Source: an optimization exercise on an open RTL-to-GDS flow (aim: small area, a short achievable clock period and few clock cycles per item). Production flows keep margins and buffers that such runs may drop.
Only the layout flow was run in this run; the RTL was not checked for function there.

--- config.mk ---
export PLATFORM = sky130hd
export DESIGN_NAME = phase_ctrl
export DESIGN_NICKNAME = phase_ctrl
export VERILOG_FILES = /design/flow/design.v
export SDC_FILE = /design/flow/constraint.sdc
export NUM_CORES = 4
export LEC_CHECK = 0
export ABC_AREA = 1
export CAP_MARGIN = 20
export CORE_MARGIN = 2
export CORE_UTILIZATION = 40
export SETUP_SLACK_MARGIN = 4.4
export SLEW_MARGIN = 20
--- constraint.sdc ---
create_clock -name core_clock -period 8.0 [get_ports {clk}]
set_input_delay 1.6000 -clock core_clock [delete_from_list [all_inputs] [get_ports {clk}]]
set_output_delay 1.6000 -clock core_clock [all_outputs]
set_load 0.01 [all_outputs]
--- design.v ---
module mac_s1(input [23:0] ae, input [23:0] be, input [15:0] W, input [15:0] P, output [60:0] x);
wire p0 = ((ae[0] & W[0])) ^ ae[2];
wire p1 = ((ae[0] & W[1]) | (ae[1] & W[0])) ^ ae[2];
wire p2 = ((ae[0] & W[2]) | (ae[1] & W[1])) ^ ae[2];
wire p3 = ((ae[0] & W[3]) | (ae[1] & W[2])) ^ ae[2];
wire p4 = ((ae[0] & W[4]) | (ae[1] & W[3])) ^ ae[2];
wire p5 = ((ae[0] & W[5]) | (ae[1] & W[4])) ^ ae[2];
wire p6 = ((ae[0] & W[6]) | (ae[1] & W[5])) ^ ae[2];
wire p7 = ((ae[0] & W[7]) | (ae[1] & W[6])) ^ ae[2];
wire p8 = ((ae[0] & W[8]) | (ae[1] & W[7])) ^ ae[2];
wire p9 = ((ae[0] & W[9]) | (ae[1] & W[8])) ^ ae[2];
wire p10 = ((ae[0] & W[10]) | (ae[1] & W[9])) ^ ae[2];
wire p11 = ((ae[0] & W[11]) | (ae[1] & W[10])) ^ ae[2];
wire p12 = ((ae[0] & W[12]) | (ae[1] & W[11])) ^ ae[2];
wire p13 = ((ae[0] & W[13]) | (ae[1] & W[12])) ^ ae[2];
wire p14 = ((ae[0] & W[14]) | (ae[1] & W[13])) ^ ae[2];
wire p15 = ((ae[0] & W[15]) | (ae[1] & W[14])) ^ ae[2];
wire p16 = ~(((ae[0] & W[15]) | (ae[1] & W[15])) ^ ae[2]);
wire p17 = ((ae[3] & W[0])) ^ ae[5];
wire p18 = ((ae[3] & W[1]) | (ae[4] & W[0])) ^ ae[5];
wire p19 = ((ae[3] & W[2]) | (ae[4] & W[1])) ^ ae[5];
wire p20 = ((ae[3] & W[3]) | (ae[4] & W[2])) ^ ae[5];
wire p21 = ((ae[3] & W[4]) | (ae[4] & W[3])) ^ ae[5];
wire p22 = ((ae[3] & W[5]) | (ae[4] & W[4])) ^ ae[5];
wire p23 = ((ae[3] & W[6]) | (ae[4] & W[5])) ^ ae[5];
wire p24 = ((ae[3] & W[7]) | (ae[4] & W[6])) ^ ae[5];
wire p25 = ((ae[3] & W[8]) | (ae[4] & W[7])) ^ ae[5];
wire p26 = ((ae[3] & W[9]) | (ae[4] & W[8])) ^ ae[5];
wire p27 = ((ae[3] & W[10]) | (ae[4] & W[9])) ^ ae[5];
wire p28 = ((ae[3] & W[11]) | (ae[4] & W[10])) ^ ae[5];
wire p29 = ((ae[3] & W[12]) | (ae[4] & W[11])) ^ ae[5];
wire p30 = ((ae[3] & W[13]) | (ae[4] & W[12])) ^ ae[5];
wire p31 = ((ae[3] & W[14]) | (ae[4] & W[13])) ^ ae[5];
wire p32 = ((ae[3] & W[15]) | (ae[4] & W[14])) ^ ae[5];
wire p33 = ~(((ae[3] & W[15]) | (ae[4] & W[15])) ^ ae[5]);
wire p34 = ((ae[6] & W[0])) ^ ae[8];
wire p35 = ((ae[6] & W[1]) | (ae[7] & W[0])) ^ ae[8];
wire p36 = ((ae[6] & W[2]) | (ae[7] & W[1])) ^ ae[8];
wire p37 = ((ae[6] & W[3]) | (ae[7] & W[2])) ^ ae[8];
wire p38 = ((ae[6] & W[4]) | (ae[7] & W[3])) ^ ae[8];
wire p39 = ((ae[6] & W[5]) | (ae[7] & W[4])) ^ ae[8];
wire p40 = ((ae[6] & W[6]) | (ae[7] & W[5])) ^ ae[8];
wire p41 = ((ae[6] & W[7]) | (ae[7] & W[6])) ^ ae[8];
wire p42 = ((ae[6] & W[8]) | (ae[7] & W[7])) ^ ae[8];
wire p43 = ((ae[6] & W[9]) | (ae[7] & W[8])) ^ ae[8];
wire p44 = ((ae[6] & W[10]) | (ae[7] & W[9])) ^ ae[8];
wire p45 = ((ae[6] & W[11]) | (ae[7] & W[10])) ^ ae[8];
wire p46 = ((ae[6] & W[12]) | (ae[7] & W[11])) ^ ae[8];
wire p47 = ((ae[6] & W[13]) | (ae[7] & W[12])) ^ ae[8];
wire p48 = ((ae[6] & W[14]) | (ae[7] & W[13])) ^ ae[8];
wire p49 = ((ae[6] & W[15]) | (ae[7] & W[14])) ^ ae[8];
wire p50 = ~(((ae[6] & W[15]) | (ae[7] & W[15])) ^ ae[8]);
wire p51 = ((ae[9] & W[0])) ^ ae[11];
wire p52 = ((ae[9] & W[1]) | (ae[10] & W[0])) ^ ae[11];
wire p53 = ((ae[9] & W[2]) | (ae[10] & W[1])) ^ ae[11];
wire p54 = ((ae[9] & W[3]) | (ae[10] & W[2])) ^ ae[11];
wire p55 = ((ae[9] & W[4]) | (ae[10] & W[3])) ^ ae[11];
wire p56 = ((ae[9] & W[5]) | (ae[10] & W[4])) ^ ae[11];
wire p57 = ((ae[9] & W[6]) | (ae[10] & W[5])) ^ ae[11];
wire p58 = ((ae[9] & W[7]) | (ae[10] & W[6])) ^ ae[11];
wire p59 = ((ae[9] & W[8]) | (ae[10] & W[7])) ^ ae[11];
wire p60 = ((ae[9] & W[9]) | (ae[10] & W[8])) ^ ae[11];
wire p61 = ((ae[9] & W[10]) | (ae[10] & W[9])) ^ ae[11];
wire p62 = ((ae[9] & W[11]) | (ae[10] & W[10])) ^ ae[11];
wire p63 = ((ae[9] & W[12]) | (ae[10] & W[11])) ^ ae[11];
wire p64 = ((ae[9] & W[13]) | (ae[10] & W[12])) ^ ae[11];
wire p65 = ((ae[9] & W[14]) | (ae[10] & W[13])) ^ ae[11];
wire p66 = ((ae[9] & W[15]) | (ae[10] & W[14])) ^ ae[11];
wire p67 = ~(((ae[9] & W[15]) | (ae[10] & W[15])) ^ ae[11]);
wire p68 = ((ae[12] & W[0])) ^ ae[14];
wire p69 = ((ae[12] & W[1]) | (ae[13] & W[0])) ^ ae[14];
wire p70 = ((ae[12] & W[2]) | (ae[13] & W[1])) ^ ae[14];
wire p71 = ((ae[12] & W[3]) | (ae[13] & W[2])) ^ ae[14];
wire p72 = ((ae[12] & W[4]) | (ae[13] & W[3])) ^ ae[14];
wire p73 = ((ae[12] & W[5]) | (ae[13] & W[4])) ^ ae[14];
wire p74 = ((ae[12] & W[6]) | (ae[13] & W[5])) ^ ae[14];
wire p75 = ((ae[12] & W[7]) | (ae[13] & W[6])) ^ ae[14];
wire p76 = ((ae[12] & W[8]) | (ae[13] & W[7])) ^ ae[14];
wire p77 = ((ae[12] & W[9]) | (ae[13] & W[8])) ^ ae[14];
wire p78 = ((ae[12] & W[10]) | (ae[13] & W[9])) ^ ae[14];
wire p79 = ((ae[12] & W[11]) | (ae[13] & W[10])) ^ ae[14];
wire p80 = ((ae[12] & W[12]) | (ae[13] & W[11])) ^ ae[14];
wire p81 = ((ae[12] & W[13]) | (ae[13] & W[12])) ^ ae[14];
wire p82 = ((ae[12] & W[14]) | (ae[13] & W[13])) ^ ae[14];
wire p83 = ((ae[12] & W[15]) | (ae[13] & W[14])) ^ ae[14];
wire p84 = ((ae[15] & W[0])) ^ ae[17];
wire p85 = ((ae[15] & W[1]) | (ae[16] & W[0])) ^ ae[17];
wire p86 = ((ae[15] & W[2]) | (ae[16] & W[1])) ^ ae[17];
wire p87 = ((ae[15] & W[3]) | (ae[16] & W[2])) ^ ae[17];
wire p88 = ((ae[15] & W[4]) | (ae[16] & W[3])) ^ ae[17];
wire p89 = ((ae[15] & W[5]) | (ae[16] & W[4])) ^ ae[17];
wire p90 = ((ae[15] & W[6]) | (ae[16] & W[5])) ^ ae[17];
wire p91 = ((ae[15] & W[7]) | (ae[16] & W[6])) ^ ae[17];
wire p92 = ((ae[15] & W[8]) | (ae[16] & W[7])) ^ ae[17];
wire p93 = ((ae[15] & W[9]) | (ae[16] & W[8])) ^ ae[17];
wire p94 = ((ae[15] & W[10]) | (ae[16] & W[9])) ^ ae[17];
wire p95 = ((ae[15] & W[11]) | (ae[16] & W[10])) ^ ae[17];
wire p96 = ((ae[15] & W[12]) | (ae[16] & W[11])) ^ ae[17];
wire p97 = ((ae[15] & W[13]) | (ae[16] & W[12])) ^ ae[17];
wire p98 = ((ae[18] & W[0])) ^ ae[20];
wire p99 = ((ae[18] & W[1]) | (ae[19] & W[0])) ^ ae[20];
wire p100 = ((ae[18] & W[2]) | (ae[19] & W[1])) ^ ae[20];
wire p101 = ((ae[18] & W[3]) | (ae[19] & W[2])) ^ ae[20];
wire p102 = ((ae[18] & W[4]) | (ae[19] & W[3])) ^ ae[20];
wire p103 = ((ae[18] & W[5]) | (ae[19] & W[4])) ^ ae[20];
wire p104 = ((ae[18] & W[6]) | (ae[19] & W[5])) ^ ae[20];
wire p105 = ((ae[18] & W[7]) | (ae[19] & W[6])) ^ ae[20];
wire p106 = ((ae[18] & W[8]) | (ae[19] & W[7])) ^ ae[20];
wire p107 = ((ae[18] & W[9]) | (ae[19] & W[8])) ^ ae[20];
wire p108 = ((ae[18] & W[10]) | (ae[19] & W[9])) ^ ae[20];
wire p109 = ((ae[18] & W[11]) | (ae[19] & W[10])) ^ ae[20];
wire p110 = ((ae[21] & W[0])) ^ ae[23];
wire p111 = ((ae[21] & W[1]) | (ae[22] & W[0])) ^ ae[23];
wire p112 = ((ae[21] & W[2]) | (ae[22] & W[1])) ^ ae[23];
wire p113 = ((ae[21] & W[3]) | (ae[22] & W[2])) ^ ae[23];
wire p114 = ((ae[21] & W[4]) | (ae[22] & W[3])) ^ ae[23];
wire p115 = ((ae[21] & W[5]) | (ae[22] & W[4])) ^ ae[23];
wire p116 = ((ae[21] & W[6]) | (ae[22] & W[5])) ^ ae[23];
wire p117 = ((ae[21] & W[7]) | (ae[22] & W[6])) ^ ae[23];
wire p118 = ((ae[21] & W[8]) | (ae[22] & W[7])) ^ ae[23];
wire p119 = ((ae[21] & W[9]) | (ae[22] & W[8])) ^ ae[23];
wire p120 = ((be[0] & P[0])) ^ be[2];
wire p121 = ((be[0] & P[1]) | (be[1] & P[0])) ^ be[2];
wire p122 = ((be[0] & P[2]) | (be[1] & P[1])) ^ be[2];
wire p123 = ((be[0] & P[3]) | (be[1] & P[2])) ^ be[2];
wire p124 = ((be[0] & P[4]) | (be[1] & P[3])) ^ be[2];
wire p125 = ((be[0] & P[5]) | (be[1] & P[4])) ^ be[2];
wire p126 = ((be[0] & P[6]) | (be[1] & P[5])) ^ be[2];
wire p127 = ((be[0] & P[7]) | (be[1] & P[6])) ^ be[2];
wire p128 = ((be[0] & P[8]) | (be[1] & P[7])) ^ be[2];
wire p129 = ((be[0] & P[9]) | (be[1] & P[8])) ^ be[2];
wire p130 = ((be[0] & P[10]) | (be[1] & P[9])) ^ be[2];
wire p131 = ((be[0] & P[11]) | (be[1] & P[10])) ^ be[2];
wire p132 = ((be[0] & P[12]) | (be[1] & P[11])) ^ be[2];
wire p133 = ((be[0] & P[13]) | (be[1] & P[12])) ^ be[2];
wire p134 = ((be[0] & P[14]) | (be[1] & P[13])) ^ be[2];
wire p135 = ((be[0] & P[15]) | (be[1] & P[14])) ^ be[2];
wire p136 = ~(((be[0] & P[15]) | (be[1] & P[15])) ^ be[2]);
wire p137 = ((be[3] & P[0])) ^ be[5];
wire p138 = ((be[3] & P[1]) | (be[4] & P[0])) ^ be[5];
wire p139 = ((be[3] & P[2]) | (be[4] & P[1])) ^ be[5];
wire p140 = ((be[3] & P[3]) | (be[4] & P[2])) ^ be[5];
wire p141 = ((be[3] & P[4]) | (be[4] & P[3])) ^ be[5];
wire p142 = ((be[3] & P[5]) | (be[4] & P[4])) ^ be[5];
wire p143 = ((be[3] & P[6]) | (be[4] & P[5])) ^ be[5];
wire p144 = ((be[3] & P[7]) | (be[4] & P[6])) ^ be[5];
wire p145 = ((be[3] & P[8]) | (be[4] & P[7])) ^ be[5];
wire p146 = ((be[3] & P[9]) | (be[4] & P[8])) ^ be[5];
wire p147 = ((be[3] & P[10]) | (be[4] & P[9])) ^ be[5];
wire p148 = ((be[3] & P[11]) | (be[4] & P[10])) ^ be[5];
wire p149 = ((be[3] & P[12]) | (be[4] & P[11])) ^ be[5];
wire p150 = ((be[3] & P[13]) | (be[4] & P[12])) ^ be[5];
wire p151 = ((be[3] & P[14]) | (be[4] & P[13])) ^ be[5];
wire p152 = ((be[3] & P[15]) | (be[4] & P[14])) ^ be[5];
wire p153 = ~(((be[3] & P[15]) | (be[4] & P[15])) ^ be[5]);
wire p154 = ((be[6] & P[0])) ^ be[8];
wire p155 = ((be[6] & P[1]) | (be[7] & P[0])) ^ be[8];
wire p156 = ((be[6] & P[2]) | (be[7] & P[1])) ^ be[8];
wire p157 = ((be[6] & P[3]) | (be[7] & P[2])) ^ be[8];
wire p158 = ((be[6] & P[4]) | (be[7] & P[3])) ^ be[8];
wire p159 = ((be[6] & P[5]) | (be[7] & P[4])) ^ be[8];
wire p160 = ((be[6] & P[6]) | (be[7] & P[5])) ^ be[8];
wire p161 = ((be[6] & P[7]) | (be[7] & P[6])) ^ be[8];
wire p162 = ((be[6] & P[8]) | (be[7] & P[7])) ^ be[8];
wire p163 = ((be[6] & P[9]) | (be[7] & P[8])) ^ be[8];
wire p164 = ((be[6] & P[10]) | (be[7] & P[9])) ^ be[8];
wire p165 = ((be[6] & P[11]) | (be[7] & P[10])) ^ be[8];
wire p166 = ((be[6] & P[12]) | (be[7] & P[11])) ^ be[8];
wire p167 = ((be[6] & P[13]) | (be[7] & P[12])) ^ be[8];
wire p168 = ((be[6] & P[14]) | (be[7] & P[13])) ^ be[8];
wire p169 = ((be[6] & P[15]) | (be[7] & P[14])) ^ be[8];
wire p170 = ~(((be[6] & P[15]) | (be[7] & P[15])) ^ be[8]);
wire p171 = ((be[9] & P[0])) ^ be[11];
wire p172 = ((be[9] & P[1]) | (be[10] & P[0])) ^ be[11];
wire p173 = ((be[9] & P[2]) | (be[10] & P[1])) ^ be[11];
wire p174 = ((be[9] & P[3]) | (be[10] & P[2])) ^ be[11];
wire p175 = ((be[9] & P[4]) | (be[10] & P[3])) ^ be[11];
wire p176 = ((be[9] & P[5]) | (be[10] & P[4])) ^ be[11];
wire p177 = ((be[9] & P[6]) | (be[10] & P[5])) ^ be[11];
wire p178 = ((be[9] & P[7]) | (be[10] & P[6])) ^ be[11];
wire p179 = ((be[9] & P[8]) | (be[10] & P[7])) ^ be[11];
wire p180 = ((be[9] & P[9]) | (be[10] & P[8])) ^ be[11];
wire p181 = ((be[9] & P[10]) | (be[10] & P[9])) ^ be[11];
wire p182 = ((be[9] & P[11]) | (be[10] & P[10])) ^ be[11];
wire p183 = ((be[9] & P[12]) | (be[10] & P[11])) ^ be[11];
wire p184 = ((be[9] & P[13]) | (be[10] & P[12])) ^ be[11];
wire p185 = ((be[9] & P[14]) | (be[10] & P[13])) ^ be[11];
wire p186 = ((be[9] & P[15]) | (be[10] & P[14])) ^ be[11];
wire p187 = ~(((be[9] & P[15]) | (be[10] & P[15])) ^ be[11]);
wire p188 = ((be[12] & P[0])) ^ be[14];
wire p189 = ((be[12] & P[1]) | (be[13] & P[0])) ^ be[14];
wire p190 = ((be[12] & P[2]) | (be[13] & P[1])) ^ be[14];
wire p191 = ((be[12] & P[3]) | (be[13] & P[2])) ^ be[14];
wire p192 = ((be[12] & P[4]) | (be[13] & P[3])) ^ be[14];
wire p193 = ((be[12] & P[5]) | (be[13] & P[4])) ^ be[14];
wire p194 = ((be[12] & P[6]) | (be[13] & P[5])) ^ be[14];
wire p195 = ((be[12] & P[7]) | (be[13] & P[6])) ^ be[14];
wire p196 = ((be[12] & P[8]) | (be[13] & P[7])) ^ be[14];
wire p197 = ((be[12] & P[9]) | (be[13] & P[8])) ^ be[14];
wire p198 = ((be[12] & P[10]) | (be[13] & P[9])) ^ be[14];
wire p199 = ((be[12] & P[11]) | (be[13] & P[10])) ^ be[14];
wire p200 = ((be[12] & P[12]) | (be[13] & P[11])) ^ be[14];
wire p201 = ((be[12] & P[13]) | (be[13] & P[12])) ^ be[14];
wire p202 = ((be[12] & P[14]) | (be[13] & P[13])) ^ be[14];
wire p203 = ((be[12] & P[15]) | (be[13] & P[14])) ^ be[14];
wire p204 = ((be[15] & P[0])) ^ be[17];
wire p205 = ((be[15] & P[1]) | (be[16] & P[0])) ^ be[17];
wire p206 = ((be[15] & P[2]) | (be[16] & P[1])) ^ be[17];
wire p207 = ((be[15] & P[3]) | (be[16] & P[2])) ^ be[17];
wire p208 = ((be[15] & P[4]) | (be[16] & P[3])) ^ be[17];
wire p209 = ((be[15] & P[5]) | (be[16] & P[4])) ^ be[17];
wire p210 = ((be[15] & P[6]) | (be[16] & P[5])) ^ be[17];
wire p211 = ((be[15] & P[7]) | (be[16] & P[6])) ^ be[17];
wire p212 = ((be[15] & P[8]) | (be[16] & P[7])) ^ be[17];
wire p213 = ((be[15] & P[9]) | (be[16] & P[8])) ^ be[17];
wire p214 = ((be[15] & P[10]) | (be[16] & P[9])) ^ be[17];
wire p215 = ((be[15] & P[11]) | (be[16] & P[10])) ^ be[17];
wire p216 = ((be[15] & P[12]) | (be[16] & P[11])) ^ be[17];
wire p217 = ((be[15] & P[13]) | (be[16] & P[12])) ^ be[17];
wire p218 = ((be[18] & P[0])) ^ be[20];
wire p219 = ((be[18] & P[1]) | (be[19] & P[0])) ^ be[20];
wire p220 = ((be[18] & P[2]) | (be[19] & P[1])) ^ be[20];
wire p221 = ((be[18] & P[3]) | (be[19] & P[2])) ^ be[20];
wire p222 = ((be[18] & P[4]) | (be[19] & P[3])) ^ be[20];
wire p223 = ((be[18] & P[5]) | (be[19] & P[4])) ^ be[20];
wire p224 = ((be[18] & P[6]) | (be[19] & P[5])) ^ be[20];
wire p225 = ((be[18] & P[7]) | (be[19] & P[6])) ^ be[20];
wire p226 = ((be[18] & P[8]) | (be[19] & P[7])) ^ be[20];
wire p227 = ((be[18] & P[9]) | (be[19] & P[8])) ^ be[20];
wire p228 = ((be[18] & P[10]) | (be[19] & P[9])) ^ be[20];
wire p229 = ((be[18] & P[11]) | (be[19] & P[10])) ^ be[20];
wire p230 = ((be[21] & P[0])) ^ be[23];
wire p231 = ((be[21] & P[1]) | (be[22] & P[0])) ^ be[23];
wire p232 = ((be[21] & P[2]) | (be[22] & P[1])) ^ be[23];
wire p233 = ((be[21] & P[3]) | (be[22] & P[2])) ^ be[23];
wire p234 = ((be[21] & P[4]) | (be[22] & P[3])) ^ be[23];
wire p235 = ((be[21] & P[5]) | (be[22] & P[4])) ^ be[23];
wire p236 = ((be[21] & P[6]) | (be[22] & P[5])) ^ be[23];
wire p237 = ((be[21] & P[7]) | (be[22] & P[6])) ^ be[23];
wire p238 = ((be[21] & P[8]) | (be[22] & P[7])) ^ be[23];
wire p239 = ((be[21] & P[9]) | (be[22] & P[8])) ^ be[23];
wire p240 = ae[2] ^ be[2] ^ p0;
wire p241 = (ae[2] & be[2]) | (ae[2] & p0) | (be[2] & p0);
wire p242 = p1 ^ p121;
wire p243 = p1 & p121;
wire p244 = ae[5] ^ be[5] ^ p122;
wire p245 = (ae[5] & be[5]) | (ae[5] & p122) | (be[5] & p122);
wire p246 = p137 ^ p17 ^ p2;
wire p247 = (p137 & p17) | (p137 & p2) | (p17 & p2);
wire p248 = p243 ^ p244;
wire p249 = p243 & p244;
wire p250 = p123 ^ p138 ^ p18;
wire p251 = (p123 & p138) | (p123 & p18) | (p138 & p18);
wire p252 = p3 ^ p245 ^ p247;
wire p253 = (p3 & p245) | (p3 & p247) | (p245 & p247);
wire p254 = p250 ^ p249;
wire p255 = p250 & p249;
wire p256 = ae[8] ^ be[8] ^ p124;
wire p257 = (ae[8] & be[8]) | (ae[8] & p124) | (be[8] & p124);
wire p258 = p139 ^ p154 ^ p19;
wire p259 = (p139 & p154) | (p139 & p19) | (p154 & p19);
wire p260 = p34 ^ p4 ^ p251;
wire p261 = (p34 & p4) | (p34 & p251) | (p4 & p251);
wire p262 = p256 ^ p258 ^ p253;
wire p263 = (p256 & p258) | (p256 & p253) | (p258 & p253);
wire p264 = p255 ^ p260;
wire p265 = p255 & p260;
wire p266 = p125 ^ p140 ^ p155;
wire p267 = (p125 & p140) | (p125 & p155) | (p140 & p155);
wire p268 = p20 ^ p35 ^ p5;
wire p269 = (p20 & p35) | (p20 & p5) | (p35 & p5);
wire p270 = p257 ^ p259 ^ p266;
wire p271 = (p257 & p259) | (p257 & p266) | (p259 & p266);
wire p272 = p268 ^ p261 ^ p270;
wire p273 = (p268 & p261) | (p268 & p270) | (p261 & p270);
wire p274 = p265 ^ p263;
wire p275 = p265 & p263;
wire p276 = ae[11] ^ be[11] ^ p126;
wire p277 = (ae[11] & be[11]) | (ae[11] & p126) | (be[11] & p126);
wire p278 = p141 ^ p156 ^ p171;
wire p279 = (p141 & p156) | (p141 & p171) | (p156 & p171);
wire p280 = p21 ^ p36 ^ p51;
wire p281 = (p21 & p36) | (p21 & p51) | (p36 & p51);
wire p282 = p6 ^ p267 ^ p269;
wire p283 = (p6 & p267) | (p6 & p269) | (p267 & p269);
wire p284 = p276 ^ p278 ^ p280;
wire p285 = (p276 & p278) | (p276 & p280) | (p278 & p280);
wire p286 = p271 ^ p282 ^ p284;
wire p287 = (p271 & p282) | (p271 & p284) | (p282 & p284);
wire p288 = p275 ^ p273;
wire p289 = p275 & p273;
wire p290 = p127 ^ p142 ^ p157;
wire p291 = (p127 & p142) | (p127 & p157) | (p142 & p157);
wire p292 = p172 ^ p22 ^ p37;
wire p293 = (p172 & p22) | (p172 & p37) | (p22 & p37);
wire p294 = p52 ^ p7 ^ p277;
wire p295 = (p52 & p7) | (p52 & p277) | (p7 & p277);
wire p296 = p279 ^ p281 ^ p290;
wire p297 = (p279 & p281) | (p279 & p290) | (p281 & p290);
wire p298 = p292 ^ p283 ^ p285;
wire p299 = (p292 & p283) | (p292 & p285) | (p283 & p285);
wire p300 = p294 ^ p296 ^ p287;
wire p301 = (p294 & p296) | (p294 & p287) | (p296 & p287);
wire p302 = p298 ^ p289;
wire p303 = p298 & p289;
wire p304 = ae[14] ^ be[14] ^ p128;
wire p305 = (ae[14] & be[14]) | (ae[14] & p128) | (be[14] & p128);
wire p306 = p143 ^ p158 ^ p173;
wire p307 = (p143 & p158) | (p143 & p173) | (p158 & p173);
wire p308 = p188 ^ p23 ^ p38;
wire p309 = (p188 & p23) | (p188 & p38) | (p23 & p38);
wire p310 = p53 ^ p68 ^ p8;
wire p311 = (p53 & p68) | (p53 & p8) | (p68 & p8);
wire p312 = p291 ^ p293 ^ p304;
wire p313 = (p291 & p293) | (p291 & p304) | (p293 & p304);
wire p314 = p306 ^ p308 ^ p310;
wire p315 = (p306 & p308) | (p306 & p310) | (p308 & p310);
wire p316 = p295 ^ p297 ^ p312;
wire p317 = (p295 & p297) | (p295 & p312) | (p297 & p312);
wire p318 = p314 ^ p299 ^ p316;
wire p319 = (p314 & p299) | (p314 & p316) | (p299 & p316);
wire p320 = p301 ^ p303;
wire p321 = p301 & p303;
wire p322 = p129 ^ p144 ^ p159;
wire p323 = (p129 & p144) | (p129 & p159) | (p144 & p159);
wire p324 = p174 ^ p189 ^ p24;
wire p325 = (p174 & p189) | (p174 & p24) | (p189 & p24);
wire p326 = p39 ^ p54 ^ p69;
wire p327 = (p39 & p54) | (p39 & p69) | (p54 & p69);
wire p328 = p9 ^ p305 ^ p307;
wire p329 = (p9 & p305) | (p9 & p307) | (p305 & p307);
wire p330 = p309 ^ p311 ^ p322;
wire p331 = (p309 & p311) | (p309 & p322) | (p311 & p322);
wire p332 = p324 ^ p326 ^ p313;
wire p333 = (p324 & p326) | (p324 & p313) | (p326 & p313);
wire p334 = p315 ^ p328 ^ p330;
wire p335 = (p315 & p328) | (p315 & p330) | (p328 & p330);
wire p336 = p317 ^ p332 ^ p334;
wire p337 = (p317 & p332) | (p317 & p334) | (p332 & p334);
wire p338 = p319 ^ p336;
wire p339 = p319 & p336;
wire p340 = ae[17] ^ be[17] ^ p10;
wire p341 = (ae[17] & be[17]) | (ae[17] & p10) | (be[17] & p10);
wire p342 = p130 ^ p145 ^ p160;
wire p343 = (p130 & p145) | (p130 & p160) | (p145 & p160);
wire p344 = p175 ^ p190 ^ p204;
wire p345 = (p175 & p190) | (p175 & p204) | (p190 & p204);
wire p346 = p25 ^ p40 ^ p55;
wire p347 = (p25 & p40) | (p25 & p55) | (p40 & p55);
wire p348 = p70 ^ p84 ^ p323;
wire p349 = (p70 & p84) | (p70 & p323) | (p84 & p323);
wire p350 = p325 ^ p327 ^ p340;
wire p351 = (p325 & p327) | (p325 & p340) | (p327 & p340);
wire p352 = p342 ^ p344 ^ p346;
wire p353 = (p342 & p344) | (p342 & p346) | (p344 & p346);
wire p354 = p329 ^ p331 ^ p348;
wire p355 = (p329 & p331) | (p329 & p348) | (p331 & p348);
wire p356 = p350 ^ p352 ^ p333;
wire p357 = (p350 & p352) | (p350 & p333) | (p352 & p333);
wire p358 = p335 ^ p354 ^ p356;
wire p359 = (p335 & p354) | (p335 & p356) | (p354 & p356);
wire p360 = p337 ^ p339;
wire p361 = p337 & p339;
wire p362 = p11 ^ p131 ^ p146;
wire p363 = (p11 & p131) | (p11 & p146) | (p131 & p146);
wire p364 = p161 ^ p176 ^ p191;
wire p365 = (p161 & p176) | (p161 & p191) | (p176 & p191);
wire p366 = p205 ^ p26 ^ p41;
wire p367 = (p205 & p26) | (p205 & p41) | (p26 & p41);
wire p368 = p56 ^ p71 ^ p85;
wire p369 = (p56 & p71) | (p56 & p85) | (p71 & p85);
wire p370 = p341 ^ p343 ^ p345;
wire p371 = (p341 & p343) | (p341 & p345) | (p343 & p345);
wire p372 = p347 ^ p362 ^ p364;
wire p373 = (p347 & p362) | (p347 & p364) | (p362 & p364);
wire p374 = p366 ^ p368 ^ p349;
wire p375 = (p366 & p368) | (p366 & p349) | (p368 & p349);
wire p376 = p351 ^ p353 ^ p370;
wire p377 = (p351 & p353) | (p351 & p370) | (p353 & p370);
wire p378 = p372 ^ p355 ^ p374;
wire p379 = (p372 & p355) | (p372 & p374) | (p355 & p374);
wire p380 = p376 ^ p357 ^ p378;
wire p381 = (p376 & p357) | (p376 & p378) | (p357 & p378);
wire p382 = ae[20] ^ be[20] ^ p12;
wire p383 = (ae[20] & be[20]) | (ae[20] & p12) | (be[20] & p12);
wire p384 = p132 ^ p147 ^ p162;
wire p385 = (p132 & p147) | (p132 & p162) | (p147 & p162);
wire p386 = p177 ^ p192 ^ p206;
wire p387 = (p177 & p192) | (p177 & p206) | (p192 & p206);
wire p388 = p218 ^ p27 ^ p42;
wire p389 = (p218 & p27) | (p218 & p42) | (p27 & p42);
wire p390 = p57 ^ p72 ^ p86;
wire p391 = (p57 & p72) | (p57 & p86) | (p72 & p86);
wire p392 = p98 ^ p363 ^ p365;
wire p393 = (p98 & p363) | (p98 & p365) | (p363 & p365);
wire p394 = p367 ^ p369 ^ p382;
wire p395 = (p367 & p369) | (p367 & p382) | (p369 & p382);
wire p396 = p384 ^ p386 ^ p388;
wire p397 = (p384 & p386) | (p384 & p388) | (p386 & p388);
wire p398 = p390 ^ p371 ^ p373;
wire p399 = (p390 & p371) | (p390 & p373) | (p371 & p373);
wire p400 = p392 ^ p394 ^ p396;
wire p401 = (p392 & p394) | (p392 & p396) | (p394 & p396);
wire p402 = p375 ^ p377 ^ p398;
wire p403 = (p375 & p377) | (p375 & p398) | (p377 & p398);
wire p404 = p400 ^ p379;
wire p405 = p400 & p379;
wire p406 = p13 ^ p133 ^ p148;
wire p407 = (p13 & p133) | (p13 & p148) | (p133 & p148);
wire p408 = p163 ^ p178 ^ p193;
wire p409 = (p163 & p178) | (p163 & p193) | (p178 & p193);
wire p410 = p207 ^ p219 ^ p28;
wire p411 = (p207 & p219) | (p207 & p28) | (p219 & p28);
wire p412 = p43 ^ p58 ^ p73;
wire p413 = (p43 & p58) | (p43 & p73) | (p58 & p73);
wire p414 = p87 ^ p99 ^ p383;
wire p415 = (p87 & p99) | (p87 & p383) | (p99 & p383);
wire p416 = p385 ^ p387 ^ p389;
wire p417 = (p385 & p387) | (p385 & p389) | (p387 & p389);
wire p418 = p391 ^ p406 ^ p408;
wire p419 = (p391 & p406) | (p391 & p408) | (p406 & p408);
wire p420 = p410 ^ p412 ^ p393;
wire p421 = (p410 & p412) | (p410 & p393) | (p412 & p393);
wire p422 = p395 ^ p397 ^ p414;
wire p423 = (p395 & p397) | (p395 & p414) | (p397 & p414);
wire p424 = p416 ^ p418 ^ p399;
wire p425 = (p416 & p418) | (p416 & p399) | (p418 & p399);
wire p426 = p420 ^ p401 ^ p422;
wire p427 = (p420 & p401) | (p420 & p422) | (p401 & p422);
wire p428 = p403 ^ p424;
wire p429 = p403 & p424;
wire p430 = ae[23] ^ be[23] ^ p100;
wire p431 = (ae[23] & be[23]) | (ae[23] & p100) | (be[23] & p100);
wire p432 = p110 ^ p134 ^ p14;
wire p433 = (p110 & p134) | (p110 & p14) | (p134 & p14);
wire p434 = p149 ^ p164 ^ p179;
wire p435 = (p149 & p164) | (p149 & p179) | (p164 & p179);
wire p436 = p194 ^ p208 ^ p220;
wire p437 = (p194 & p208) | (p194 & p220) | (p208 & p220);
wire p438 = p230 ^ p29 ^ p44;
wire p439 = (p230 & p29) | (p230 & p44) | (p29 & p44);
wire p440 = p59 ^ p74 ^ p88;
wire p441 = (p59 & p74) | (p59 & p88) | (p74 & p88);
wire p442 = p407 ^ p409 ^ p411;
wire p443 = (p407 & p409) | (p407 & p411) | (p409 & p411);
wire p444 = p413 ^ p430 ^ p432;
wire p445 = (p413 & p430) | (p413 & p432) | (p430 & p432);
wire p446 = p434 ^ p436 ^ p438;
wire p447 = (p434 & p436) | (p434 & p438) | (p436 & p438);
wire p448 = p440 ^ p415 ^ p417;
wire p449 = (p440 & p415) | (p440 & p417) | (p415 & p417);
wire p450 = p419 ^ p442 ^ p444;
wire p451 = (p419 & p442) | (p419 & p444) | (p442 & p444);
wire p452 = p446 ^ p421 ^ p423;
wire p453 = (p446 & p421) | (p446 & p423) | (p421 & p423);
wire p454 = p448 ^ p450 ^ p425;
wire p455 = (p448 & p450) | (p448 & p425) | (p450 & p425);
wire p456 = p427 ^ p452;
wire p457 = p427 & p452;
wire p458 = p101 ^ p111 ^ p135;
wire p459 = (p101 & p111) | (p101 & p135) | (p111 & p135);
wire p460 = p15 ^ p150 ^ p165;
wire p461 = (p15 & p150) | (p15 & p165) | (p150 & p165);
wire p462 = p180 ^ p195 ^ p209;
wire p463 = (p180 & p195) | (p180 & p209) | (p195 & p209);
wire p464 = p221 ^ p231 ^ p30;
wire p465 = (p221 & p231) | (p221 & p30) | (p231 & p30);
wire p466 = p45 ^ p60 ^ p75;
wire p467 = (p45 & p60) | (p45 & p75) | (p60 & p75);
wire p468 = p89 ^ p431 ^ p433;
wire p469 = (p89 & p431) | (p89 & p433) | (p431 & p433);
wire p470 = p435 ^ p437 ^ p439;
wire p471 = (p435 & p437) | (p435 & p439) | (p437 & p439);
wire p472 = p441 ^ p458 ^ p460;
wire p473 = (p441 & p458) | (p441 & p460) | (p458 & p460);
wire p474 = p462 ^ p464 ^ p466;
wire p475 = (p462 & p464) | (p462 & p466) | (p464 & p466);
wire p476 = p443 ^ p445 ^ p447;
wire p477 = (p443 & p445) | (p443 & p447) | (p445 & p447);
wire p478 = p468 ^ p470 ^ p472;
wire p479 = (p468 & p470) | (p468 & p472) | (p470 & p472);
wire p480 = p474 ^ p449 ^ p451;
wire p481 = (p474 & p449) | (p474 & p451) | (p449 & p451);
wire p482 = p476 ^ p478 ^ p453;
wire p483 = (p476 & p478) | (p476 & p453) | (p478 & p453);
wire p484 = p480 ^ p457;
wire p485 = p480 & p457;
wire p486 = p102 ^ p112 ^ p136;
wire p487 = (p102 & p112) | (p102 & p136) | (p112 & p136);
wire p488 = p151 ^ p16 ^ p166;
wire p489 = (p151 & p16) | (p151 & p166) | (p16 & p166);
wire p490 = p181 ^ p196 ^ p210;
wire p491 = (p181 & p196) | (p181 & p210) | (p196 & p210);
wire p492 = p222 ^ p232 ^ p31;
wire p493 = (p222 & p232) | (p222 & p31) | (p232 & p31);
wire p494 = p46 ^ p61 ^ p76;
wire p495 = (p46 & p61) | (p46 & p76) | (p61 & p76);
wire p496 = p90 ^ p459 ^ p461;
wire p497 = (p90 & p459) | (p90 & p461) | (p459 & p461);
wire p498 = p463 ^ p465 ^ p467;
wire p499 = (p463 & p465) | (p463 & p467) | (p465 & p467);
wire p500 = p486 ^ p488 ^ p490;
wire p501 = (p486 & p488) | (p486 & p490) | (p488 & p490);
wire p502 = p492 ^ p494 ^ p469;
wire p503 = (p492 & p494) | (p492 & p469) | (p494 & p469);
wire p504 = p471 ^ p473 ^ p475;
wire p505 = (p471 & p473) | (p471 & p475) | (p473 & p475);
wire p506 = p496 ^ p498 ^ p500;
wire p507 = (p496 & p498) | (p496 & p500) | (p498 & p500);
wire p508 = p477 ^ p502 ^ p479;
wire p509 = (p477 & p502) | (p477 & p479) | (p502 & p479);
wire p510 = p504 ^ p506 ^ p481;
wire p511 = (p504 & p506) | (p504 & p481) | (p506 & p481);
wire p512 = p508 ^ p483;
wire p513 = p508 & p483;
wire p514 = 1'b1 ^ p103 ^ p113;
wire p515 = (1'b1 & p103) | (1'b1 & p113) | (p103 & p113);
wire p516 = p152 ^ p167 ^ p182;
wire p517 = (p152 & p167) | (p152 & p182) | (p167 & p182);
wire p518 = p197 ^ p211 ^ p223;
wire p519 = (p197 & p211) | (p197 & p223) | (p211 & p223);
wire p520 = p233 ^ p32 ^ p47;
wire p521 = (p233 & p32) | (p233 & p47) | (p32 & p47);
wire p522 = p62 ^ p77 ^ p91;
wire p523 = (p62 & p77) | (p62 & p91) | (p77 & p91);
wire p524 = p487 ^ p489 ^ p491;
wire p525 = (p487 & p489) | (p487 & p491) | (p489 & p491);
wire p526 = p493 ^ p495 ^ p514;
wire p527 = (p493 & p495) | (p493 & p514) | (p495 & p514);
wire p528 = p516 ^ p518 ^ p520;
wire p529 = (p516 & p518) | (p516 & p520) | (p518 & p520);
wire p530 = p522 ^ p497 ^ p499;
wire p531 = (p522 & p497) | (p522 & p499) | (p497 & p499);
wire p532 = p501 ^ p524 ^ p526;
wire p533 = (p501 & p524) | (p501 & p526) | (p524 & p526);
wire p534 = p528 ^ p503 ^ p505;
wire p535 = (p528 & p503) | (p528 & p505) | (p503 & p505);
wire p536 = p530 ^ p507 ^ p532;
wire p537 = (p530 & p507) | (p530 & p532) | (p507 & p532);
wire p538 = p509 ^ p534 ^ p536;
wire p539 = (p509 & p534) | (p509 & p536) | (p534 & p536);
wire p540 = 1'b1 ^ p104 ^ p114;
wire p541 = (1'b1 & p104) | (1'b1 & p114) | (p104 & p114);
wire p542 = p153 ^ p168 ^ p183;
wire p543 = (p153 & p168) | (p153 & p183) | (p168 & p183);
wire p544 = p198 ^ p212 ^ p224;
wire p545 = (p198 & p212) | (p198 & p224) | (p212 & p224);
wire p546 = p234 ^ p33 ^ p48;
wire p547 = (p234 & p33) | (p234 & p48) | (p33 & p48);
wire p548 = p63 ^ p78 ^ p92;
wire p549 = (p63 & p78) | (p63 & p92) | (p78 & p92);
wire p550 = p515 ^ p517 ^ p519;
wire p551 = (p515 & p517) | (p515 & p519) | (p517 & p519);
wire p552 = p521 ^ p523 ^ p540;
wire p553 = (p521 & p523) | (p521 & p540) | (p523 & p540);
wire p554 = p542 ^ p544 ^ p546;
wire p555 = (p542 & p544) | (p542 & p546) | (p544 & p546);
wire p556 = p548 ^ p525 ^ p527;
wire p557 = (p548 & p525) | (p548 & p527) | (p525 & p527);
wire p558 = p529 ^ p550 ^ p552;
wire p559 = (p529 & p550) | (p529 & p552) | (p550 & p552);
wire p560 = p554 ^ p531 ^ p533;
wire p561 = (p554 & p531) | (p554 & p533) | (p531 & p533);
wire p562 = p556 ^ p558 ^ p535;
wire p563 = (p556 & p558) | (p556 & p535) | (p558 & p535);
wire p564 = p537 ^ p560;
wire p565 = p537 & p560;
wire p566 = p105 ^ p115 ^ p169;
wire p567 = (p105 & p115) | (p105 & p169) | (p115 & p169);
wire p568 = p184 ^ p199 ^ p213;
wire p569 = (p184 & p199) | (p184 & p213) | (p199 & p213);
wire p570 = p225 ^ p235 ^ p49;
wire p571 = (p225 & p235) | (p225 & p49) | (p235 & p49);
wire p572 = p64 ^ p79 ^ p93;
wire p573 = (p64 & p79) | (p64 & p93) | (p79 & p93);
wire p574 = p541 ^ p543 ^ p545;
wire p575 = (p541 & p543) | (p541 & p545) | (p543 & p545);
wire p576 = p547 ^ p549 ^ p566;
wire p577 = (p547 & p549) | (p547 & p566) | (p549 & p566);
wire p578 = p568 ^ p570 ^ p572;
wire p579 = (p568 & p570) | (p568 & p572) | (p570 & p572);
wire p580 = p551 ^ p553 ^ p555;
wire p581 = (p551 & p553) | (p551 & p555) | (p553 & p555);
wire p582 = p574 ^ p576 ^ p578;
wire p583 = (p574 & p576) | (p574 & p578) | (p576 & p578);
wire p584 = p557 ^ p559 ^ p580;
wire p585 = (p557 & p559) | (p557 & p580) | (p559 & p580);
wire p586 = p582 ^ p561 ^ p584;
wire p587 = (p582 & p561) | (p582 & p584) | (p561 & p584);
wire p588 = 1'b1 ^ p106 ^ p116;
wire p589 = (1'b1 & p106) | (1'b1 & p116) | (p106 & p116);
wire p590 = p170 ^ p185 ^ p200;
wire p591 = (p170 & p185) | (p170 & p200) | (p185 & p200);
wire p592 = p214 ^ p226 ^ p236;
wire p593 = (p214 & p226) | (p214 & p236) | (p226 & p236);
wire p594 = p50 ^ p65 ^ p80;
wire p595 = (p50 & p65) | (p50 & p80) | (p65 & p80);
wire p596 = p94 ^ p567 ^ p569;
wire p597 = (p94 & p567) | (p94 & p569) | (p567 & p569);
wire p598 = p571 ^ p573 ^ p588;
wire p599 = (p571 & p573) | (p571 & p588) | (p573 & p588);
wire p600 = p590 ^ p592 ^ p594;
wire p601 = (p590 & p592) | (p590 & p594) | (p592 & p594);
wire p602 = p575 ^ p577 ^ p579;
wire p603 = (p575 & p577) | (p575 & p579) | (p577 & p579);
wire p604 = p596 ^ p598 ^ p600;
wire p605 = (p596 & p598) | (p596 & p600) | (p598 & p600);
wire p606 = p581 ^ p583 ^ p602;
wire p607 = (p581 & p583) | (p581 & p602) | (p583 & p602);
wire p608 = p604 ^ p585;
wire p609 = p604 & p585;
wire p610 = p107 ^ p117 ^ p186;
wire p611 = (p107 & p117) | (p107 & p186) | (p117 & p186);
wire p612 = p201 ^ p215 ^ p227;
wire p613 = (p201 & p215) | (p201 & p227) | (p215 & p227);
wire p614 = p237 ^ p66 ^ p81;
wire p615 = (p237 & p66) | (p237 & p81) | (p66 & p81);
wire p616 = p95 ^ p589 ^ p591;
wire p617 = (p95 & p589) | (p95 & p591) | (p589 & p591);
wire p618 = p593 ^ p595 ^ p610;
wire p619 = (p593 & p595) | (p593 & p610) | (p595 & p610);
wire p620 = p612 ^ p614 ^ p597;
wire p621 = (p612 & p614) | (p612 & p597) | (p614 & p597);
wire p622 = p599 ^ p601 ^ p616;
wire p623 = (p599 & p601) | (p599 & p616) | (p601 & p616);
wire p624 = p618 ^ p603 ^ p620;
wire p625 = (p618 & p603) | (p618 & p620) | (p603 & p620);
wire p626 = p605 ^ p622 ^ p607;
wire p627 = (p605 & p622) | (p605 & p607) | (p622 & p607);
wire p628 = 1'b1 ^ p108 ^ p118;
wire p629 = (1'b1 & p108) | (1'b1 & p118) | (p108 & p118);
wire p630 = p187 ^ p202 ^ p216;
wire p631 = (p187 & p202) | (p187 & p216) | (p202 & p216);
wire p632 = p228 ^ p238 ^ p67;
wire p633 = (p228 & p238) | (p228 & p67) | (p238 & p67);
wire p634 = p82 ^ p96 ^ p611;
wire p635 = (p82 & p96) | (p82 & p611) | (p96 & p611);
wire p636 = p613 ^ p615 ^ p628;
wire p637 = (p613 & p615) | (p613 & p628) | (p615 & p628);
wire p638 = p630 ^ p632 ^ p617;
wire p639 = (p630 & p632) | (p630 & p617) | (p632 & p617);
wire p640 = p619 ^ p634 ^ p636;
wire p641 = (p619 & p634) | (p619 & p636) | (p634 & p636);
wire p642 = p621 ^ p623 ^ p638;
wire p643 = (p621 & p623) | (p621 & p638) | (p623 & p638);
wire p644 = p640 ^ p625;
wire p645 = p640 & p625;
wire p646 = p109 ^ p119 ^ p203;
wire p647 = (p109 & p119) | (p109 & p203) | (p119 & p203);
wire p648 = p217 ^ p229 ^ p239;
wire p649 = (p217 & p229) | (p217 & p239) | (p229 & p239);
wire p650 = p83 ^ p97 ^ p629;
wire p651 = (p83 & p97) | (p83 & p629) | (p97 & p629);
wire p652 = p631 ^ p633 ^ p646;
wire p653 = (p631 & p633) | (p631 & p646) | (p633 & p646);
wire p654 = p648 ^ p635 ^ p637;
wire p655 = (p648 & p635) | (p648 & p637) | (p635 & p637);
wire p656 = p650 ^ p652 ^ p639;
wire p657 = (p650 & p652) | (p650 & p639) | (p652 & p639);
wire p658 = p641 ^ p654 ^ p643;
wire p659 = (p641 & p654) | (p641 & p643) | (p654 & p643);
assign x = {p658, p645, p656, p627, p644, p642, p626, p609, p624, p587, p608, p606, p586, p565, p563, p539, p564, p562, p538, p513, p511, p512, p510, p485, p484, p482, p455, p454, p456, p429, p428, p426, p405, p381, p404, p402, p361, p380, p359, p360, p358, p338, p321, p320, p318, p302, p300, p288, p286, p274, p272, p262, p264, p254, p252, p248, p246, p241, p242, p240, p120};
endmodule
module mac_s2(input [60:0] x, output [15:0] y);
wire q0 = x[22] ^ x[23];
wire q1 = x[22] & x[23];
wire q2 = x[25] ^ x[26] ^ x[27];
wire q3 = (x[25] & x[26]) | (x[25] & x[27]) | (x[26] & x[27]);
wire q4 = x[28] ^ x[29] ^ x[30];
wire q5 = (x[28] & x[29]) | (x[28] & x[30]) | (x[29] & x[30]);
wire q6 = x[31] ^ x[32] ^ x[33];
wire q7 = (x[31] & x[32]) | (x[31] & x[33]) | (x[32] & x[33]);
wire q8 = x[34] ^ x[35] ^ x[36];
wire q9 = (x[34] & x[35]) | (x[34] & x[36]) | (x[35] & x[36]);
wire q10 = x[37] ^ x[38] ^ x[39];
wire q11 = (x[37] & x[38]) | (x[37] & x[39]) | (x[38] & x[39]);
wire q12 = x[40] ^ x[41] ^ x[42];
wire q13 = (x[40] & x[41]) | (x[40] & x[42]) | (x[41] & x[42]);
wire q14 = x[43] ^ x[44] ^ x[45];
wire q15 = (x[43] & x[44]) | (x[43] & x[45]) | (x[44] & x[45]);
wire q16 = x[46] ^ x[47] ^ x[48];
wire q17 = (x[46] & x[47]) | (x[46] & x[48]) | (x[47] & x[48]);
wire q18 = x[49] ^ x[50] ^ x[51];
wire q19 = (x[49] & x[50]) | (x[49] & x[51]) | (x[50] & x[51]);
wire q20 = x[52] ^ x[53] ^ x[54];
wire q21 = (x[52] & x[53]) | (x[52] & x[54]) | (x[53] & x[54]);
wire q22 = x[55] ^ x[56] ^ x[57];
wire q23 = (x[55] & x[56]) | (x[55] & x[57]) | (x[56] & x[57]);
wire q24 = x[58] ^ x[59] ^ x[60];
wire q25 = (x[58] & x[59]) | (x[58] & x[60]) | (x[59] & x[60]);
wire [23:0] sum = {q23, q21, q19, q17, q15, q13, q11, q9, q7, q5, q3, q1, x[24], x[20], x[18], x[16], x[14], x[12], x[10], x[8], x[6], x[4], x[2], x[0]} + {q24, q22, q20, q18, q16, q14, q12, q10, q8, q6, q4, q2, q0, x[21], x[19], x[17], x[15], x[13], x[11], x[9], x[7], x[5], x[3], x[1]};
assign y = sum[23:8];
endmodule
`timescale 1ns/1ps
module phase_ctrl(
                  input             clk,
                  input             resetn,
                  input             i2c_wr,
                  input  [15:0]     i2c_wdata,
                  input  [3:0]      i2c_addr,
                  input             fifo_empty,
                  input  [17:0]     fifo_rdata,
                  output            fifo_rden,
                  output reg [17:0] fifo_wdata,
                  output            fifo_wren,
                  input             fifo_almost_full
                 );
localparam NX = 61;
wire [23:0] enc_a, enc_b;
genvar k;
generate
    for (k = 0; k < 8; k = k + 1) begin : benc
        wire hi  = i2c_wdata[2*k+1];
        wire mid = i2c_wdata[2*k];
        wire lo  = (k == 0) ? 1'b0 : i2c_wdata[(k == 0) ? 0 : 2*k-1];
        wire one = mid ^ lo;
        wire two = (hi & ~mid & ~lo) | (~hi & mid & lo);
        assign enc_a[3*k+2:3*k] = {hi, two, one};
        assign enc_b[3*k+2:3*k] = {~hi, two, one};
    end
endgenerate
reg [23:0] ae;   
reg [23:0] be;   
always @(posedge clk or negedge resetn) begin
    if (!resetn) begin
        ae <= 24'h001000;
        be <= 24'h925924;
    end else if (i2c_wr) begin
        if (i2c_addr == 4'd0) ae <= enc_a;
        if (i2c_addr == 4'd1) be <= enc_b;
    end
end
reg [8:0] sr;
reg       wv;            
reg [2:0] credit;        
reg       hv;            
reg       adv;           
wire mid = |sr[4:0];
wire can_wr = |credit;
wire idle = ~wv & ~|sr;
assign fifo_rden = (adv & mid) | (adv & ~fifo_empty);
assign fifo_wren = wv & can_wr;
wire       wv_n = adv ? |sr[8:3] : wv;
wire [2:0] credit_n = (fifo_almost_full ? (idle ? 3'd0 : credit) : 3'd6) - {2'b00, fifo_wren};
always @(posedge clk or negedge resetn) begin
    if (!resetn) begin
        sr <= 9'd0;
        hv <= 1'b0;
    end else if (adv) begin
        sr <= {sr[7:0], ~mid & ~fifo_empty};
        if (sr[6]) hv <= 1'b1;
    end
end
always @(posedge clk or negedge resetn) begin
    if (!resetn) begin
        wv <= 1'b0;
        credit <= 3'd0;
        adv <= 1'b1;
    end else begin
        wv <= wv_n;
        credit <= credit_n;
        adv <= ~wv_n | (|credit_n);
    end
end
reg  [15:0]   W;
reg  [15:0]   H0, H1, H2, H3, H4;
reg  [NX-1:0] X;
reg  [15:0]   Y, D;
wire [NX-1:0] x_n;
wire [15:0]   y_n;
wire        rot = sr[1] | sr[2] | sr[3] | sr[5] | sr[6];
wire [15:0] P = H0 & {16{hv}};
mac_s1 s1(.ae(ae), .be(be), .W(W), .P(P), .x(x_n));
mac_s2 s2(.x(X), .y(y_n));
always @(posedge clk) begin
    if (adv) begin
        W <= fifo_rdata[15:0];
        X <= x_n;
        Y <= y_n;
        D <= Y;
        if (rot) begin
            H0 <= H1;
            H1 <= H2;
            H2 <= H3;
            H3 <= H4;
            H4 <= W;
        end
        if (sr[3])
            fifo_wdata <= {2'b01, fifo_rdata[15:0]};
        else if (sr[4] | sr[5] | sr[6])
            fifo_wdata <= {2'b00, D};
        else if (sr[7])
            fifo_wdata <= {2'b00, Y};
        else
            fifo_wdata <= {2'b10, Y};
    end
end
endmodule
--- run.sh ---
#!/bin/bash
# synth_recipe.tcl (not shown) runs the flow's synth.tcl, then flattens the netlist and writes it again
# the make line also repeats each setting of config.mk as NAME=value (left out here)
make -C /OpenROAD-flow-scripts/flow DESIGN_CONFIG=/design/flow/config.mk WORK_HOME=/design/flow/orfs CLKGATE_MAP_FILE= SYNTH_SCRIPT=/design/flow/synth_recipe.tcl finish
==> impl_metrics.tcl <==
set metrics [dict create \
    status "complete, no violations" \
    drt_wl_total_um 62500 \
    grt_pass1_vias 15508 \
    first_pass_iters 5 \
    fin_nets 2445 \
    grt_max_degree 76 \
    yosysWarningCount 1 \
    crit_chain "buf_12, buf_16, buf_12, nand2_8, buf_8, buf_4, o22ai_1, xor2_1, fa_2, fa_1, fa_1, inv_1, ha_1, ha_1" \
    tns_ns 0 \
    layout_setup_ws_ns 3.94 \
    rsz0062_at_grt "true" \
    whs_ns 0.413 \
    worst_pin_slew_ns 0.943 \
    start_util 0.403 \
    cpMaxStageDelayCell "fa_1" \
    antenna_found_initial 0 \
    core_um2 49800 \
    place.gp.congestion 0.926 \
    arrival_ns 4.39 \
    dp_hpwl_um 43400 \
    track_usage 0.233 \
    drc 0 \
    end_kind "flop" \
    antennaDiodeCount 0 \
    overflow 0 \
    avgSynthCellArea_um2 9.98 \
    synth_area_um2 20000 \
    drt-initial-drc-count 1654 \
    cts.sinks 270 \
    crit_path_max_fanout 8 \
    synth_seq_area_share 0.390 \
    rrSetupSlack_ns 3.94 \
    hold_path.class "reg -> reg" \
    crit_type "reg -> reg" \
    synth_nets 2288 \
    synth_cell_types 33 \
    crit_required_ns 8.33 \
    routedWlPerCell_um 21.9 \
    ios 63 \
    drive_above_1_share 0.218 \
    yosys.area.top_type_share 0.310 \
    startpoint_type "flop" \
    syn_to_final_growth_pct 23.7 \
    timing.final.crit_share 0.507 \
    cts-root-buf "clkbuf_16" \
    rows 82 \
    clock.fmax_mhz 246 \
    finClkSkew_ns 0.0140 \
    clk_path_buf_depth 3 \
    yosys_register_bits 270 \
    synth_largest_area_cell "edfxtp_1" \
    num_vias 15470 \
    numCtsBuffers 30 \
    cts_htree_levels 1 \
    finalCriticalPeriod_ns 4.06 \
    final_antenna_net_count 0 \
    die_h_um 228 \
    cap_viol_max_count 0 \
    slew_headroom 0.372 \
    path_clk_slew_ns 0.06 \
    hold_viol 0 \
    portBuffers 60 \
    synthTopCellsByArea "edfxtp_1, fa_1, xor2_1" \
    grt_pass1_wl_um 92400 \
    vias_per_cell 5.41 \
    worst-path-buf-inv 6 \
    syn_inst 2007 \
    die_area_um2 51900 \
    fp.dieW_um 228 \
    setup_violations 0 \
    max_stage_delay_ns 0.55 \
    worstSkewPairLatency_ns 0.59 \
    cts_tree "done" \
    place_ws_ns 3.53 \
    crit_family "adder cells" \
    drv_slew 0 \
]
[cell type report]
cell class                      instances  area [um^2]
Fill cell                            4489        25000
Clock buffer                           36          783
Sequential cell                       270         7840
Clock inverter                         19          160
Multi-Input combinational cell       1288        11500
Inverter                              362         1530
Tap cell                              672          841
Timing Repair Buffer                  212         2110
[state kept, by name, summed over array words and instances, names as in the netlist]
name	cells
X	61
ae	24
be	24
fifo_wdata	18
D	16
H0	16
H1	16
H2	16
H3	16
H4	16
W	16
Y	16
sr	9
credit	3
adv	1
hv	1
wv	1
[through the flow]
step                      utilization  cells  area (um^2)
after global placement          0.425   2652        21200
after detailed placement        0.425   2652        21200
after CTS                       0.466   2781        23200
final                           0.498   2859        24800
after floorplan                     -   2007        20200
after global routing            0.498   2859        24800
[path summary, 6_finish.rpt]
check                      cells past startpoint  startpoint      to
max                                           14          hv   X[21]
min                                            0       H2[6]   H1[6]
max reg2reg                                   14          hv   X[21]
min reg2reg                                    0       H2[6]   H1[6]
max in group asynchronous                      2      resetn      hv
min in group asynchronous                      2      resetn  ae[14]
[per-layer routing]
layer  share of wire  up-vias  GRT usage  wire length (um)
met2            0.46      734      0.378             28900
met4           0.060        0      0.111              3720
met3           0.086      188     0.0416              5350
li1                -     6849          -                 -
met5               0        -          0                 0
met1            0.39     7699      0.302             24500
[cell usage in the layout, fill, tap and decap left out, types with 4 or more instances in the layout]
master / netlist / final
nand2_1: 330 / 308
inv_1: 346 / 280
xor2_1: 241 / 222
edfxtp_1: 207 / 207
o22ai_1: 209 / 162
fa_1: 191 / 129
buf_4: 5 / 117
fa_2: 0 / 62
o21ai_0: 62 / 61
clkdlybuf4s50_1: 0 / 57
nor2_1: 58 / 56
clkinvlp_4: 0 / 45
nand3_1: 46 / 44
dfrtp_1: 52 / 43
ha_1: 47 / 40
o22ai_2: 0 / 35
inv_2: 6 / 32
clkbuf_16: 0 / 31
a21oi_1: 30 / 30
buf_12: 0 / 21
xor2_2: 0 / 18
a31oi_1: 17 / 16
nand2_8: 0 / 13
o22ai_4: 0 / 12
nand4_1: 12 / 12
clkinv_1: 10 / 11
nand2_4: 0 / 10
nand2_2: 3 / 9
buf_6: 5 / 9
o21ai_1: 7 / 8
dfrtp_2: 0 / 8
nor3_1: 7 / 7
or2_2: 7 / 7
dfstp_2: 11 / 7
clkinv_2: 0 / 6
xnor2_1: 5 / 5
clkbuf_1: 47 / 5
ha_4: 0 / 4
dfstp_4: 0 / 4
[worst register-to-register path, cell delays in order, from the launching register on]
cell,delay (ns)
dfrtp_2,0.49
buf_12,0.15
buf_16,0.18
buf_12,0.14
nand2_8,0.08
buf_8,0.16
buf_4,0.14
o22ai_1,0.16
xor2_1,0.27
fa_2,0.50
fa_1,0.55
fa_1,0.52
inv_1,0.04
ha_1,0.18
ha_1,0.27
[cell families after synthesis]
logic type / share of synthesized area
adders and majority gates: 0.220
buffers and inverters: 0.0903
xor gates and xnor gates: 0.108
DFF: 0.390
and+or+nand+nor: 0.0953
AOI/OAI and AO/OA: 0.0969
[cells in the mapped netlist]
master	number
a21oi_1	30
nand2_1	330
o21ai_1	7
a31oi_1	17
dfstp_2	11
inv_1	346
buf_1	5
buf_6	5
ha_1	47
o22ai_1	209
o21ai_0	62
edfxtp_1	207
inv_2	6
or2_2	7
clkbuf_1	47
dfrtp_1	52
nor4_4	1
o21bai_1	2
buf_2	32
nand2_2	3
nand3_1	46
xor2_1	241
nand4_1	12
nor2_2	1
nor3_1	7
fa_1	191
nor2_1	58
clkinv_1	10
a32o_1	1
nand3b_1	3
xnor2_1	5
a21boi_0	1
buf_4	5
[timing repair]
item                                    in CTS  in global routing
resized for setup                          108                188
setup buffers                               69                 73
endpoints found under the setup margin      48                 46
pin swaps                                   24                 65
cloned                                       5                  5
hold buffers                                 0                  0

[separate check: timing with driven ports]
The flow's constraints put no driver on any port. The routed layout listed below was extracted and timed again, unchanged, in two steps. Step 1 assumes that a clkbuf_16 drives the clock port and a buf_2 every other input. Step 2 adds t to the input delays and takes it off the output delays; t is the mean of the earliest and latest rising clock arrival at the registers after step 1. Input paths then give back, and output paths get back, about the clock's delay inside the block. Three values: no drivers, after step 1, after step 2; two values: the first two.
shift t [ns]: 0.641
setup slack, ns: 3.943 / 3.943 / 3.943
hold WS [ns]: 0.413 / 0.413 / 0.413
worst register clock-pin slew, ns: 0.07 / 0.07
pins driven straight from the clock port: 1
After both steps this run still meets setup and hold. The setup slack of this run moves by 0.000 ns with the drivers and by 0.000 ns with both steps.
